What follows belongs to an exercise in optimizing a design on an open flow for small area, a short achievable clock period and few clock cycles per item; a production flow would make more cautious choices.
In this exercise RTL edits were held to simulation tests only and were not proved equivalent to the original.
Power figures rest on the tool's default switching activity, not on a simulated workload.

## top
module top (
  input  wire        clk,
  input  wire        reset,
  input  wire [15:0] instruction,
  output wire        done,
  output wire [15:0] d_out_c,
  output wire [15:0] d_out_0,
  output wire [15:0] d_out_1,
  output wire [15:0] d_out_2,
  output wire [15:0] d_out_3,
  output wire [15:0] d_out_4,
  output wire [15:0] d_out_5,
  output wire [15:0] d_out_6,
  output wire [15:0] d_out_7
);
  wire [7:0]  wr_en, wr_en_n, oh_a, oh_b;
  wire        wr_c, wr_c_n;
  wire        use_imm;
  wire [2:0]  alu_sel;
  wire [15:0] q0, q1, q2, q3, q4, q5, q6, q7, qc;
  wire [15:0] a, b, alu_out;
  Control_Unit control_unit (
    .rst(reset), .instruction(instruction),
    .wr_en(wr_en), .wr_en_n(wr_en_n), .wr_c(wr_c), .wr_c_n(wr_c_n),
    .oh_a(oh_a), .oh_b(oh_b), .use_imm(use_imm), .alu_sel(alu_sel),
    .done(done)
  );
  mux #(.EXT(0)) mux_a (.oh(oh_a), .ext_sel(1'b0), .ext(8'b0),
             .d0(q0), .d1(q1), .d2(q2), .d3(q3), .d4(q4), .d5(q5), .d6(q6), .d7(q7),
             .out(a));
  mux mux_b (.oh(oh_b), .ext_sel(use_imm), .ext(instruction[12:5]),
             .d0(q0), .d1(q1), .d2(q2), .d3(q3), .d4(q4), .d5(q5), .d6(q6), .d7(q7),
             .out(b));
  ARITHM my_alu (.in_a(a), .in_b(b), .select(alu_sel), .alu_out(alu_out));
  Reg_0 reg0 (.clk(clk), .rst(reset), .en_0(wr_en[0]), .en_n(wr_en_n[0]), .d_in(alu_out), .q(q0), .d_out(d_out_0));
  Reg_0 reg1 (.clk(clk), .rst(reset), .en_0(wr_en[1]), .en_n(wr_en_n[1]), .d_in(alu_out), .q(q1), .d_out(d_out_1));
  Reg_0 reg2 (.clk(clk), .rst(reset), .en_0(wr_en[2]), .en_n(wr_en_n[2]), .d_in(alu_out), .q(q2), .d_out(d_out_2));
  Reg_0 reg3 (.clk(clk), .rst(reset), .en_0(wr_en[3]), .en_n(wr_en_n[3]), .d_in(alu_out), .q(q3), .d_out(d_out_3));
  Reg_0 reg4 (.clk(clk), .rst(reset), .en_0(wr_en[4]), .en_n(wr_en_n[4]), .d_in(alu_out), .q(q4), .d_out(d_out_4));
  Reg_0 reg5 (.clk(clk), .rst(reset), .en_0(wr_en[5]), .en_n(wr_en_n[5]), .d_in(alu_out), .q(q5), .d_out(d_out_5));
  Reg_0 reg6 (.clk(clk), .rst(reset), .en_0(wr_en[6]), .en_n(wr_en_n[6]), .d_in(alu_out), .q(q6), .d_out(d_out_6));
  Reg_0 reg7 (.clk(clk), .rst(reset), .en_0(wr_en[7]), .en_n(wr_en_n[7]), .d_in(alu_out), .q(q7), .d_out(d_out_7));
  Reg_0 regC (.clk(clk), .rst(reset), .en_0(wr_c),     .en_n(wr_c_n),     .d_in(alu_out), .q(qc), .d_out(d_out_c));
endmodule
For scale: about 140 flip-flops, roughly 160 I/O pins.
==> module mux, before the edit <==
module mux #(parameter EXT = 1) (
  input  wire [7:0]  oh,
  input  wire        ext_sel,
  input  wire [7:0]  ext,
  input  wire [15:0] d0, d1, d2, d3, d4, d5, d6, d7,
  output wire [15:0] out
);
  genvar i;
  generate
    for (i = 0; i < 16; i = i + 1) begin : bit_
      wire n0, n1, n2, n3;
      cell_a22oi u0 (.A1(oh[0]), .A2(d0[i]), .B1(oh[1]), .B2(d1[i]), .Y(n0));
      cell_a22oi u1 (.A1(oh[2]), .A2(d2[i]), .B1(oh[3]), .B2(d3[i]), .Y(n1));
      cell_a22oi u2 (.A1(oh[4]), .A2(d4[i]), .B1(oh[5]), .B2(d5[i]), .Y(n2));
      if (EXT && i < 8) begin : lo
        cell_a222oi u3 (.A1(oh[6]), .A2(d6[i]), .B1(oh[7]), .B2(d7[i]), .C1(ext_sel), .C2(ext[i]), .Y(n3));
      end else begin : hi
        cell_a22oi  u3 (.A1(oh[6]), .A2(d6[i]), .B1(oh[7]), .B2(d7[i]), .Y(n3));
      end
      cell_nand4 u4 (.A(n0), .B(n1), .C(n2), .D(n3), .Y(out[i]));
    end
  endgenerate
endmodule
==> flow/config.mk <==
export PLATFORM = sky130hd
export DESIGN_NAME = top
export DESIGN_NICKNAME = top
export VERILOG_FILES = /design/flow/design.v
export SDC_FILE = /design/flow/constraint.sdc
export NUM_CORES = 4
export LEC_CHECK = 0
export ABC_AREA = 1
export CAP_MARGIN = 20
export CORE_MARGIN = 2
export CORE_UTILIZATION = 50
export SETUP_SLACK_MARGIN = 0.3
export SLEW_MARGIN = 20
==> flow/constraint.sdc <==
create_clock -name core_clock -period 6.0 [get_ports {clk}]
set_input_delay 1.2000 -clock core_clock [delete_from_list [all_inputs] [get_ports {clk}]]
set_output_delay 1.2000 -clock core_clock [all_outputs]
set_load 0.01 [all_outputs]
standard.sh (not shown) runs the stock make flow with config.mk's settings and CLKGATE_MAP_FILE= SYNTH_SCRIPT=/design/flow/synth_recipe.tcl, a recipe that flattens the netlist after the stock synthesis.
==> flow/flow/run.sh <==
#!/bin/bash
# The standard layout (standard.sh), with two changes:
#  - synthesis first maps the design's small AND-OR cells (cell_* modules in
#    rtl/mux.v) one-to-one onto library cells (flow/cells_map.v); the rest of
#    synthesis is ORFS's synth.tcl run by the standard flow's own synth_recipe.tcl, so the
#    registers and their names are those of the standard synthesis;
#  - the port buffers are plain buf_1 cells (repair may resize them).
set -euo pipefail
W=$(pwd)
F=$W/flow
sed "/^hierarchy -check -top/a techmap -map $F/cells_map.v" \
  "$FLOW_HOME/scripts/synth.tcl" > "$W/synth_cells.tcl"
grep -q "cells_map.v" "$W/synth_cells.tcl"
sed "s#source \$::env(SCRIPTS_DIR)/synth.tcl#source $W/synth_cells.tcl#" \
  "$W/synth_recipe.tcl" > "$W/synth_top.tcl"
grep -q "synth_cells.tcl" "$W/synth_top.tcl"
sed "s#SYNTH_SCRIPT=[^ ]*#SYNTH_SCRIPT=$W/synth_top.tcl#" "$W/standard.sh" > "$W/standard_cells.sh"
grep -q "synth_top.tcl" "$W/standard_cells.sh"
export BUFFER_PORTS_ARGS="-buffer_cell sky130_fd_sc_hd__buf_1"
bash "$W/standard_cells.sh" > "$W/flow_layout.log" 2>&1
Other scripts of this flow, unchanged in this note and not shown: flow/flow/cells_map.v
The starting point finished but fails on setup timing.
Testbench counts at the start, summed over its fixed seeds: cycles 3,200, insns 3,200.
Next try:
--- a/flow/design.v
+++ b/flow/design.v
@@ -31,14 +31,13 @@
   generate
     for (i = 0; i < 16; i = i + 1) begin : bit_
-      wire n0, n1, n2, n3;
-      cell_a22oi u0 (.A1(oh[0]), .A2(d0[i]), .B1(oh[1]), .B2(d1[i]), .Y(n0));
-      cell_a22oi u1 (.A1(oh[2]), .A2(d2[i]), .B1(oh[3]), .B2(d3[i]), .Y(n1));
-      cell_a22oi u2 (.A1(oh[4]), .A2(d4[i]), .B1(oh[5]), .B2(d5[i]), .Y(n2));
+      wire n0, n1, n2;
+      cell_a222oi u0 (.A1(oh[0]), .A2(d0[i]), .B1(oh[1]), .B2(d1[i]), .C1(oh[2]), .C2(d2[i]), .Y(n0));
+      cell_a222oi u1 (.A1(oh[3]), .A2(d3[i]), .B1(oh[4]), .B2(d4[i]), .C1(oh[5]), .C2(d5[i]), .Y(n1));
       if (EXT && i < 8) begin : lo
-        cell_a222oi u3 (.A1(oh[6]), .A2(d6[i]), .B1(oh[7]), .B2(d7[i]), .C1(ext_sel), .C2(ext[i]), .Y(n3));
+        cell_a222oi u2 (.A1(oh[6]), .A2(d6[i]), .B1(oh[7]), .B2(d7[i]), .C1(ext_sel), .C2(ext[i]), .Y(n2));
       end else begin : hi
-        cell_a22oi  u3 (.A1(oh[6]), .A2(d6[i]), .B1(oh[7]), .B2(d7[i]), .Y(n3));
+        cell_a22oi  u2 (.A1(oh[6]), .A2(d6[i]), .B1(oh[7]), .B2(d7[i]), .Y(n2));
       end
-      cell_nand4 u4 (.A(n0), .B(n1), .C(n2), .D(n3), .Y(out[i]));
+      cell_nand3 u3 (.A(n0), .B(n1), .C(n2), .Y(out[i]));
     end
   endgenerate
After rerunning:
- The changed run completed, yet does not pass: setup timing
- die area fell slightly
- via count barely changes
- area after synthesis fell slightly
- sequential share of layout area fell by 0.56 points
- setup slack loses 0.18 ns
- sequential power barely changes
- global-route usage fell by 2.8 points
- synthesized cell count fell by a few percent
- hold slack stays flat
- fmax fell by a few percent
- core utilization rose by 2.1 points
- final area rose by a few percent
- clock skew barely changes
- non-clock buffer count rose by 35
Testbench counts after the change, summed over its fixed seeds: cycles 3,200, insns 3,200.

static timing again, ports no longer ideal:
The results above use ideal ports. As a check the final layouts listed here were re-extracted and re-timed, cells and wires unchanged.
Step 1 (the two cells are an assumption about what drives the block):
set clk [get_ports {clk}]
set_driving_cell -lib_cell sky130_fd_sc_hd__clkbuf_16 $clk
set_driving_cell -lib_cell sky130_fd_sc_hd__buf_2 [delete_from_list [all_inputs] $clk]
Step 2, shift: input delay + t, output delay - t, t = (earliest + latest rising clock arrival at the registers) / 2. This alone moves slack from input paths to output paths.
Three values: ideal ports, drivers, drivers and shift; two values: the first two.
run	shift t [ns]	setup WS [ns]	worst setup path after step 2	latest minus earliest clock arrival (ns)	pins driven straight from the clock port
the first run	0.478	-0.045 / -0.088 / -0.088	input to output	0.009 / 0.009	1
the second run	0.466	-0.227 / -0.255 / -0.255	input to output	0.012 / 0.012	1
For the first run, which loses most, drivers alone change the setup slack by -0.043 ns; drivers and shift together by -0.043 ns.
